Source: an optimization exercise on an open RTL-to-GDS flow (aim: small area). Production flows keep margins and buffers that such runs may drop.
Where RTL was checked, it was by simulation tests only, not by an equivalence proof against the original.
Power is estimated from default activity; no workload was simulated.

==> garnet <==
==> flow/design.v <==
module pcma_detector #(
    parameter DATA_WIDTH_IQ   = 10,
    parameter DATA_WIDTH_CORD = 16,
    parameter PERIOD_WIDTH    = 16,
    parameter BOUND_WIDTH     = 10,
    parameter BOUND_NUM       = 32,
    parameter BOUND_NUM_WIDTH = 5
)(
    input                     clk,
    input                     reset_n,
    input [2:0]               mode_i,
    input [DATA_WIDTH_IQ-1:0] I_data_i,
    input [DATA_WIDTH_IQ-1:0] Q_data_i,
    input                     data_val_i,
    input [PERIOD_WIDTH-1:0]  period_seek_i,
    input [PERIOD_WIDTH-1:0]  period_lock_i,
    output                    lock_o
);
localparam S_IDLE = 2'd0, S_ACC = 2'd1, S_POST = 2'd2;
reg  [1:0]  st;
reg  [15:0] cntr;      
reg  [3:0]  stm;       
reg         lock_r;
reg         res;
wire        idle_d = (stm == 4'd15);
wire        vld    = (stm == 4'd14);           
wire [15:0] per    = lock_r ? period_lock_i : period_seek_i;
wire        cz     = (cntr == 16'd0);
wire        at_c   = (st == S_ACC) && cz;      
wire        acc    = data_val_i && idle_d && (st != S_POST);   
wire        t37    = (st == S_POST) && (cntr[5:0] == 6'd28);
wire        t40    = (st == S_POST) && (cntr[5:0] == 6'd25);
wire        t41    = (st == S_POST) && (cntr[5:0] == 6'd24);
always @(posedge clk) begin
    if (!reset_n) begin
        st     <= S_IDLE;
        stm    <= 4'd15;
        lock_r <= 1'b0;
    end else begin
        case (st)
            S_IDLE: if (data_val_i) st <= S_ACC;
            S_ACC:  if (cz)         st <= S_POST;
            default: if (t41)       st <= S_IDLE;
        endcase
        if (acc)          stm <= 4'd0;
        else if (!idle_d) stm <= stm + 4'd1;
        if (t40) lock_r <= res;
    end
end
always @(posedge clk) begin
    if (st == S_IDLE)                      cntr <= per;
    else if ((st == S_POST) || (vld && !cz)) cntr <= cntr - 16'd1;
end
reg  [9:0] U, V;       
reg  [8:0] H;          
reg        oor;        
reg        have;       
reg  [5:0] W;          
wire [9:0] aI = U[9] ? (~U + 10'd1) : U;
wire [9:0] aQ = V[9] ? (~V + 10'd1) : V;
wire       qp = (mode_i == 3'b001);
wire       swp = !qp && (aI < aQ);
wire [9:0] cI = qp ? 10'd180 : (swp ? 10'd98  : 10'd256);
wire [9:0] cQ = qp ? 10'd180 : (swp ? 10'd256 : 10'd98);
wire [10:0] dI = {1'b0, aI} - {1'b0, cI};
wire [10:0] dQ = {1'b0, aQ} - {1'b0, cQ};
wire [9:0] uI = dI[10] ? (~dI[9:0] + 10'd1) : dI[9:0];
wire [9:0] uQ = dQ[10] ? (~dQ[9:0] + 10'd1) : dQ[9:0];
wire [3:0] sj   = stm - 4'd1;                  
wire [7:0] mask = 8'hff >> sj;
wire [7:0] up   = U[8:1] & mask;
wire [7:0] vp   = V[8:1] & mask;
wire [10:0] sq  = {2'b00, H} + (U[0] ? {1'b0, up, 2'b01} : 11'd0)
                             + (V[0] ? {1'b0, vp, 2'b01} : 11'd0);
wire [17:0] xs = {V[8], U[8], V[7], U[7], V[6], U[6], V[5], U[5], V[4], U[4],
                  V[3], U[3], V[2], U[2], V[1], U[1], V[0], U[0]};
reg  [5:0] binw;
integer t;
always @(*) begin
    binw = 6'd32;
    for (t = 31; t >= 0; t = t - 1)
        if (xs < 100 * (t + 1) * (t + 1)) binw = t;
    if (oor) binw = 6'd32;
    binw[5] = !binw[5];    
end
always @(posedge clk) begin
    if (!reset_n) begin
        have <= 1'b0;
    end else if (acc) begin
        have <= 1'b1;
    end
end
always @(posedge clk) begin
    if (acc) begin
        U <= I_data_i;
        V <= Q_data_i;
        W <= have ? binw : 6'b100000;
    end else if (stm == 4'd0) begin
        U[8:0] <= uI[8:0];
        V[8:0] <= uQ[8:0];
        oor    <= (uI >= 10'd320) || (uQ >= 10'd320);
        H      <= 9'd0;
    end else if (stm <= 4'd9) begin
        U[8:0] <= {sq[0], U[8:1]};
        V[8:0] <= {sq[1], V[8:1]};
        H      <= sq[10:2];
    end
end
reg  [3:0]  ph;        
reg         pend;      
reg         dpend;     
reg         inp;       
reg         isdec;     
reg         ia;        
reg         clr;       
reg         fresh;     
reg  [5:0]  IDX;       
reg  [5:0]  LIDX;      
reg  [4:0]  m;         
reg         cy, cT;    
reg         Tov;       
reg  [15:0] hr [0:31];
reg  [15:0] tr;
wire        ph0  = (ph == 4'd0);
wire        ph15 = (ph == 4'd15);
wire [31:0] tap;
genvar g;
generate
    for (g = 0; g < 32; g = g + 1) begin : g_tap
        assign tap[g] = hr[g][0];
    end
endgenerate
wire        cin  = ph0 ? ia : cy;
wire [31:0] dIDX = 32'd1 << IDX[4:0];
wire [31:0] dm   = 32'd1 << m;
wire [31:0] dL   = 32'd1 << LIDX[4:0];
wire [31:0] pre  = tap & {32{!clr}};
wire [31:0] inj  = dIDX & {32{cin}};
wire [31:0] post = pre ^ inj;
wire        preb  = |(pre & dIDX);
wire        postb = preb ^ cin;
wire        pm    = |(post & dm);
wire        pl    = |(post & (dm >> 1));
wire        pr    = |(post & (dm << 1));
wire        pL    = |(post & dL);
wire        tpre  = tr[0] & !clr;
wire        tcin  = ph0 ? ia : cT;
wire        tpost = tpre ^ tcin;
integer k;
always @(posedge clk) begin
    for (k = 0; k < 32; k = k + 1)
        hr[k] <= {post[k], hr[k][15:1]};
    tr <= {tpost, tr[15:1]};
    cy <= cin & preb;
    cT <= tcin & tpre;
end
reg  e0, e1, e0m, e1m, e0b, e1b, cL;
wire cLin = ph0 ? 1'b1 : cL;
wire lp1  = pL ^ cLin;                          
wire e0n  = (ph0 ? 1'b1 : e0)  & (preb  == pm);
wire e1n  = (ph0 ? 1'b1 : e1)  & (postb == pm);
wire e0mn = (ph0 ? 1'b1 : e0m) & (pL    == pm);
wire e1mn = (ph0 ? 1'b1 : e1m) & (lp1   == pm);
wire e0bn = (ph0 ? 1'b1 : e0b) & (pL    == postb);
wire e1bn = (ph0 ? 1'b1 : e1b) & (lp1   == postb);
always @(posedge clk) begin
    e0  <= e0n;  e1  <= e1n;
    e0m <= e0mn; e1m <= e1mn;
    e0b <= e0bn; e1b <= e1bn;
    cL  <= cLin & pL;
end
wire sw    = inp && ia && (e0n || (e1n && (IDX[4:0] < m)));
wire [4:0] mown = sw ? IDX[4:0] : m;
wire lsw   = LIDX[4] && (sw ? (e0bn || (e1bn && (LIDX[4:0] < IDX[4:0])))
                            : (e0mn || (e1mn && (LIDX[4:0] < m))));
wire late  = pend && LIDX[5];
always @(posedge clk) begin
    if (!reset_n) begin
        ph    <= 4'd0;
        pend  <= 1'b0;
        dpend <= 1'b0;
        inp   <= 1'b0;
        ia    <= 1'b0;
        isdec <= 1'b0;
        clr   <= 1'b0;
        fresh <= 1'b1;
        LIDX  <= 6'b100000;
    end else begin
        ph    <= ph + 4'd1;
        pend  <= acc || (pend && !ph15);
        dpend <= (st == S_IDLE && data_val_i && per == 16'd0) || (at_c && idle_d)
                 || (dpend && !ph15);
        if (st == S_IDLE)    fresh <= 1'b1;
        else if (ph15 && (pend || dpend)) fresh <= 1'b0;
        if (ph15) begin
            inp   <= pend || dpend;
            isdec <= dpend;
            ia    <= pend && LIDX[5];
            clr   <= fresh && (pend || dpend);
            if (pend) begin
                IDX  <= LIDX;
                LIDX <= W;
            end
        end
    end
end
always @(posedge clk) begin
    if (st == S_IDLE)
        m <= 5'd0;
    else if (ph15) begin
        if (dpend) begin
            if (fresh)    
                m <= (late && (LIDX[4] || LIDX[3:0] == 4'd15)) ? LIDX[4:0] : 5'd0;
            else
                m <= (late && lsw) ? LIDX[4:0] : mown;
        end else
            m <= mown;
    end
end
wire bco = cin & preb;
wire tco = tcin & tpre;
always @(posedge clk) begin
    if (ph15 && inp)
        Tov <= (Tov && !clr) || (tco && !bco);
end
reg  [1:0] cs;
reg        cq, c8, sd1, sd2, gq, g8, dpd;
wire       dact = inp && isdec;
wire       mi = dact & pm;
wire       li = dact & pl;
wire       ri = dact & pr;
wire       ti = dact ? tpost : (dpd && ph0 && Tov);
wire [2:0] s3 = mi + li + ri + cs;
wire       sb = s3[0];
wire [1:0] xq = mi + sd2 + cq;
wire [1:0] x8 = sb + sd1 + c8;
always @(posedge clk) begin
    if (ph15) dpd <= dact;
    if (ph15 && dpend) begin
        cs <= 2'd0; cq <= 1'b0; c8 <= 1'b0; sd1 <= 1'b0; sd2 <= 1'b0;
        gq <= 1'b1; g8 <= 1'b1;
    end else begin
        cs  <= s3[2:1];
        cq  <= xq[1];
        c8  <= x8[1];
        sd1 <= sb;
        sd2 <= sd1;
        if (xq[0] != ti) gq <= xq[0];
        if (x8[0] != ti) g8 <= x8[0];
    end
    if (t37) res <= qp ? gq : g8;
end
assign lock_o = lock_r;
endmodule
==> flow/run.sh <==
#!/bin/bash
# synth_recipe.tcl (not shown) runs the flow's synth.tcl, then flattens the netlist and writes it again
# the make line also repeats each setting of config.mk as NAME=value (left out here)
make -C /OpenROAD-flow-scripts/flow DESIGN_CONFIG=/design/flow/config.mk WORK_HOME=/design/flow/orfs CLKGATE_MAP_FILE= SYNTH_SCRIPT=/design/flow/synth_recipe.tcl finish
==> flow/config.mk <==
export PLATFORM = sky130hd
export DESIGN_NAME = pcma_detector
export DESIGN_NICKNAME = pcma_detector
export VERILOG_FILES = /design/flow/design.v
export SDC_FILE = /design/flow/constraint.sdc
export NUM_CORES = 4
export LEC_CHECK = 0
export CAP_MARGIN = 20
export CORE_MARGIN = 2
export CORE_UTILIZATION = 30
export PLACE_DENSITY = 0.45
export SLEW_MARGIN = 20
==> flow/constraint.sdc <==
create_clock -name core_clock -period 10.0 [get_ports {clk}]
set_input_delay 2.0000 -clock core_clock [delete_from_list [all_inputs] [get_ports {clk}]]
set_output_delay 2.0000 -clock core_clock [all_outputs]
set_load 0.01 [all_outputs]
==> inputs of cedar, as changes to garnet <==
--- a/flow/design.v
+++ b/flow/design.v
@@ -54,5 +54,4 @@
 reg  [9:0] U, V;       
 reg  [8:0] H;          
-reg        oor;        
 reg        have;       
 reg  [5:0] W;          
@@ -81,5 +80,5 @@
     for (t = 31; t >= 0; t = t - 1)
         if (xs < 100 * (t + 1) * (t + 1)) binw = t;
-    if (oor) binw = 6'd32;
+    if (H != 9'd0) binw = 6'd32;    
     binw[5] = !binw[5];    
 end
@@ -99,5 +98,4 @@
         U[8:0] <= uI[8:0];
         V[8:0] <= uQ[8:0];
-        oor    <= (uI >= 10'd320) || (uQ >= 10'd320);
         H      <= 9'd0;
     end else if (stm <= 4'd9) begin
@@ -133,15 +131,15 @@
 wire        cin  = ph0 ? ia : cy;
 wire [31:0] dIDX = 32'd1 << IDX[4:0];
-wire [31:0] dm   = 32'd1 << m;
-wire [31:0] dL   = 32'd1 << LIDX[4:0];
 wire [31:0] pre  = tap & {32{!clr}};
 wire [31:0] inj  = dIDX & {32{cin}};
 wire [31:0] post = pre ^ inj;
-wire        preb  = |(pre & dIDX);
+wire [4:0]  mm1   = m - 5'd1;
+wire [4:0]  mp1   = m + 5'd1;
+wire        preb  = pre[IDX[4:0]];
 wire        postb = preb ^ cin;
-wire        pm    = |(post & dm);
-wire        pl    = |(post & (dm >> 1));
-wire        pr    = |(post & (dm << 1));
-wire        pL    = |(post & dL);
+wire        pm    = post[m];
+wire        pl    = (m != 5'd0)  && post[mm1];
+wire        pr    = (m != 5'd31) && post[mp1];
+wire        pL    = post[LIDX[4:0]];
 wire        tpre  = tr[0] & !clr;
 wire        tcin  = ph0 ? ia : cT;
--- a/flow/config.mk
+++ b/flow/config.mk
@@ -6,7 +6,11 @@
 export NUM_CORES = 4
 export LEC_CHECK = 0
+export ABC_AREA = 1
 export CAP_MARGIN = 20
 export CORE_MARGIN = 2
-export CORE_UTILIZATION = 30
-export PLACE_DENSITY = 0.45
+export CORE_UTILIZATION = 60
+export CTS_BUF_LIST = sky130_fd_sc_hd__clkbuf_4 sky130_fd_sc_hd__clkbuf_8
+export CTS_CLUSTER_DIAMETER = 50
+export CTS_CLUSTER_SIZE = 12
+export PLACE_DENSITY = 0.75
 export SLEW_MARGIN = 20
==> notes <==
Between cedar and garnet, the lower routed wire length is in cedar (gap about 17%, measured against garnet). Between cedar and garnet, the lower combinational power is in cedar (gap 14%, measured against garnet). Flip-flop and latch count: cedar is lower than garnet (1). In garnet the first-iteration DRC count is smaller than in cedar, by 1.5%.
For cedar, only the layout was checked, not whether the RTL still works.

==> re-timing with driven ports <==
Ports are ideal in the flow. The routed layouts listed here were re-timed in OpenROAD. Step 1, drivers: a clkbuf_16 drives clk and a buf_2 each remaining input, both assumed. Step 2, shift: input delay + t, output delay - t, t = (earliest + latest rising clock arrival at the registers) / 2. This alone moves slack from input paths to output paths. Slacks: ideal / step 1 / step 2; pairs: ideal / step 1.
| run | t, ns | slack for setup (ns) | worst setup path at the end |
|---|---|---|---|
| garnet | 0.666 | 3.779 / 3.779 / 3.491 | input to register |
| cedar | 0.680 | 4.723 / 4.753 / 4.073 | input to register |
After both steps every run listed still meets setup and hold. The setup slack of cedar, which loses most, moves by +0.030 ns with the drivers and by -0.650 ns with both steps.
